From an optimization exercise on the open Yosys and OpenROAD flow, aimed at small area; shortcuts taken in it are not production practice. Only simulation tests tie the RTL to the original design; equivalence was not proved.

===== flow/design.v =====
`timescale 1ns/1ps
module mac_mult (
	input logic signed [15:0] a,
	input logic signed [23:0] b,
	output logic signed [39:0] p
);
	assign p = a * b;
endmodule
`timescale 1ns/1ps
`timescale 1ns/1ps
module FIR_filter #(parameter order = 10)(
	input logic clk,
	input logic reset,
	input logic x_valid,
	input logic signed [23:0] x,
	input logic [16*order - 1:0] h,
	output logic signed [39:0] y
);
	logic [23:0] ring [0:order - 1];	 
	logic [23:0] hold;			 
	logic [3:0] age;			 
	logic pend;				 
	logic [3:0] left;			 
	logic [3:0] nvalid;			 
	logic signed [39:0] acc;
	wire accept = x_valid & ~reset;
	wire ins = pend & (age == order - 1);
	wire [23:0] smp = ins ? hold : ring[order - 1];
	wire [3:0] k = ins ? 4'd0 : pend ? age + 4'd1 : age;
	wire use_k = (left != 0) & (k < nvalid);
	logic [15:0] tap;
	always_comb begin
		tap = '0;
		for (int j = 0; j < order; j++)
			if (use_k && k == j) tap = tap | h[16*j +: 16];
	end
	logic signed [39:0] prod;
	mac_mult u_mult (.a(tap), .b(smp), .p(prod));
	always_ff @(posedge clk) begin
		ring[0] <= smp;
		for (int i = 1; i < order; i++) ring[i] <= ring[i - 1];
		if (x_valid) hold <= x;
		acc <= x_valid ? 40'sd0 : acc + prod;
		if (reset) begin
			pend <= 1'b0;
			left <= '0;
			nvalid <= '0;
			age <= order - 1;
		end else begin
			age <= (ins || age == 0) ? order - 1 : age - 4'd1;
			if (accept) begin
				pend <= 1'b1;
				left <= order;
				nvalid <= (nvalid == order) ? nvalid : nvalid + 4'd1;
			end else begin
				if (ins) pend <= 1'b0;
				if (left != 0) left <= left - 4'd1;
			end
		end
	end
	assign y = acc;
endmodule

===== flow/run.sh =====
#!/bin/bash
# synth_recipe.tcl (not shown) runs the flow's synth.tcl, then flattens the netlist and writes it again
# the make line also repeats each setting of config.mk as NAME=value (left out here)
make -C /OpenROAD-flow-scripts/flow DESIGN_CONFIG=/design/flow/config.mk WORK_HOME=/design/flow/orfs CLKGATE_MAP_FILE= SYNTH_SCRIPT=/design/flow/synth_recipe.tcl finish

===== flow/config.mk =====
export PLATFORM = sky130hd
export DESIGN_NAME = FIR_filter
export DESIGN_NICKNAME = FIR_filter
export VERILOG_FILES = /design/flow/design.v
export SDC_FILE = /design/flow/constraint.sdc
export NUM_CORES = 4
export LEC_CHECK = 0
export CAP_MARGIN = 20
export CORE_MARGIN = 2
export CORE_UTILIZATION = 40
export SLEW_MARGIN = 20

===== flow/constraint.sdc =====
create_clock -name core_clock -period 10.0 [get_ports {clk}]
set_input_delay 2.0000 -clock core_clock [delete_from_list [all_inputs] [get_ports {clk}]]
set_output_delay 2.0000 -clock core_clock [all_outputs]
set_load 0.01 [all_outputs]

==> run notes <==
[per-layer routing]
| metal | track usage | vias to the layer above | share of wire |
|---|---|---|---|
| li1 | - | 7693 | - |
| met1 | 0.280 | 8656 | 0.42 |
| met2 | 0.366 | 537 | 0.49 |
| met3 | 0.0442 | 104 | 0.065 |
| met4 | 0.0682 | 0 | 0.033 |
| met5 | 0 | - | 0 |
[through the flow]
stage                     worst slack [ns]  std cells   util
after floorplan                       1.31       2336      -
after global placement               0.128       3331  0.460
after detailed placement            0.0693       3331  0.460
after CTS                            0.127       3388  0.478
after global routing                0.0136       3394  0.480
final                                0.472       3394  0.480
[report_power, final]
part,internal [mW],switching [mW]
Sequential,1.84,0.164
Combinational,1.84,2.90
Clock,0.695,0.501
Total,4.37,3.57
[kinds of logic (layout without fill, tap and decap cells)]
group           after synthesis  in the layout  synth area share
simple gates                595            595             0.110
mux                          39             39            0.0166
compound gates              230            230            0.0702
other cells                   0              3                 0
flops                       317            317             0.278
fa+ha+maj                   534            534             0.413
xor+xnor                     41             41            0.0152
buf+inv                     580            862            0.0963
[placed cells by master (no fill, tap or decap), types with 13 or more instances in the layout]
cell / synthesis / layout
nand2b_1: 21 / 21
clkbuf_16: 0 / 33
edfxtp_1: 24 / 24
o21ai_0: 31 / 31
inv_1: 485 / 485
buf_4: 8 / 74
mux2i_1: 37 / 37
clkinv_1: 18 / 18
and3_1: 17 / 13
a22oi_1: 32 / 32
a22o_1: 14 / 14
fa_1: 412 / 412
a21oi_1: 44 / 44
xnor2_1: 30 / 30
nand2_1: 217 / 217
dfxtp_1: 293 / 293
nor2_1: 236 / 236
clkdlybuf4s50_1: 0 / 225
and2_1: 18 / 17
ha_1: 122 / 122
nor3_1: 20 / 20
[flip-flops by register name, summed over array words and instances (netlist names)]
signal and flops:
acc 40, age 4, hold 24, left 4, nvalid 4, pend 1, ring 240
[cell type report]
| class | count | area (sq um) | area share |
|---|---|---|---|
| Inverter | 503 | 1890 | 0.0670 |
| Clock inverter | 12 | 141 | 0.00501 |
| Antenna cell | 3 | 7.51 | 0.000266 |
| Tap cell | 773 | 967 | 0.0343 |
| Sequential cell | 317 | 6590 | 0.234 |
| Timing Repair Buffer | 302 | 2850 | 0.101 |
| Multi-Input combinational cell | 1439 | 14800 | 0.526 |
| Clock buffer | 45 | 921 | 0.0327 |
[worst register-to-register path: cells and delay by family (launching register included)]
kind,cells,cell delay [ns]
adder cells (fa/ha/maj),9,3.84
AO/OA/AOI/OAI,9,2.21
AND/OR/NAND/NOR,7,2.00
buffers and inverters,5,0.65
flip-flops,1,0.37
multiplexers,1,0.35
[timing repair]
item / CTS / global route
pin swaps: 0 / 2
setup buffers: 0 / 3
gates cloned: 0 / 0
endpoints found under the setup margin: 1 / 13
resized for setup: 1 / 16
endpoints found under the hold margin: 0 / 0
[worst max path at each step]
stage	startpoint	endpoint	slack [ns]	depth (start not counted)
2_1_floorplan	age[0]	acc[37]	1.31	39
3_3_place_gp	age[1]	acc[37]	0.13	36
3_5_place_dp	age[1]	acc[37]	0.07	36
4_1_cts	age[1]	acc[37]	0.13	37
5_1_grt	age[1]	acc[37]	0.01	31
6_report	age[1]	acc[37]	0.47	31
==> impl_metrics.toml <==
[floorplanning]
core.rowCount = 89
die_h_um = 247
die_w_um = 247
pin_count = 227
start_util = 0.402
die_area_sq_um = 61100
core_sq_um = 58800

[clock_tree]
cts_buffer_depth = 3
cts_made_buffers = 31
ctsHoldBuffers = 0
cts_tree = "yes"
clockRootBuffer = "clkbuf_16"
clock-sinks = 317
htreeDepth = 1
clkTransAtPathRegs_ns = 0.07
clk_latency_ns = 0.60

[timing]
slew_headroom = 0.382
tightest_slew_ns = 0.902
timing.fmax_mhz = 105
finalSetupTns_ns = 0
finalSetupViolCount = 0
finalCritPeriodShare = 0.953
holdWs_ns = 0.300
skew_ns = 0.0237
rsz0062_at_grt = "false"
min_period_ns = 9.53
hold_viol_final = 0
finalMaxSlewViolations = 0

[grt]
grt_max_degree = 39
grt_pass1_vias = 18100
grt_pass1_wl_mm = 101
antenna_found_initial = 3
track_usage = 0.217
grt_overflow_total = 0

[setup_path]
crit_path_start_kind = "register"
arrival_ns = 10.00
crit_top_cell = "fa_1"
worst-r2r-setup-slack_ns = 0.47
max_stage_delay_ns = 0.84
cp.required_ns = 10.47
criticalPathCategory = "reg2reg"
cp_num_buf_inv = 5
path_delay_family = "adder cells"
path_max_fanout = 16
critical-path-slowest-cell = "and4_1"
worst_r2r_path_depth = 31
rr_endpoint = "acc[37]"
crit_path_end_kind = "register"
r2r_start = "age[1]"

[detailed_routing]
vias = 17000
detail_route.wirelength_mm = 64.4
via_per_inst = 5.01
ant_nets = 0
drc = 0
drt_iter0_drc = 951
first_pass_iters = 8
avgRoutedWirePerCell_um = 19.0

[synth]
ys_seq_area_frac = 0.278
synth_top_area_share = 0.349
synth-edff-count = 24
yosys-top-cells-area = "fa_1 (35%), dfxtp_1 (25%), inv_1 (7.7%)"
netlist_top_cells_count = "inv_1 (485), fa_1 (412), dfxtp_1 (293)"
synthArstFlopShare = 0
synth_top_area_cell = "fa_1"
synth-seq-cells = 317
syn_nets = 3057
synth-main-ff-cell = "dfxtp_1"
syn_area_per_cell_sq_um = 10.1
synthCells = 2336
ys_warn_count = 2
synth_most_common_cell = "inv_1"
synth_cell_types = 77
synth_area_sq_um = 23700

[run]
cap_violations = 0

[cells_and_area]
fin_nets = 3315
syn_to_final_growth_pct = 19.2
final_cell_area_sq_um = 28200
fillers = 5543
drive_above_1_share = 0.0611

[placement]
gp_congestion = 0.952
numPortBuffers = 226
hpwlAfterDp_mm = 52.1
dpl_cell_area_sq_um = 27100

[min_path]
hp-start = "ring[1][13]"
min_path_type = "reg2reg"
whs_path_depth = 0
min_to = "ring[2][13]"

[pwr]
p_per_area_nw_per_um2 = 282
power_mw = 7.94
power.leakage_nw = 13.4
ir_drop_mv = 0.191

[run_status]
status = "complete, no violations"

==> what the ideal ports hide <==
No port has a modelled driver above. Below, the same layout with a new extraction and two added sets of constraints.
Step 1 sets driving cells, clkbuf_16 on the clock port and buf_2 on the other inputs (assumed; they add their load-dependent delay and slew).
Step 2, shift: input delay + t, output delay - t, t = (earliest + latest rising clock arrival at the registers) / 2. This alone moves slack from input paths to output paths.
Slacks: ideal / step 1 / step 2; pairs: ideal / step 1.
t, ns: 0.645
setup slack, ns: 0.472 / 0.472 / 0.286
worst register clock-pin slew, ns: 0.07 / 0.07
cell pins on the clock port's net: 1
After both steps this run still meets setup and hold. The setup slack of this run moves by 0.000 ns with the drivers and by -0.186 ns with both steps.
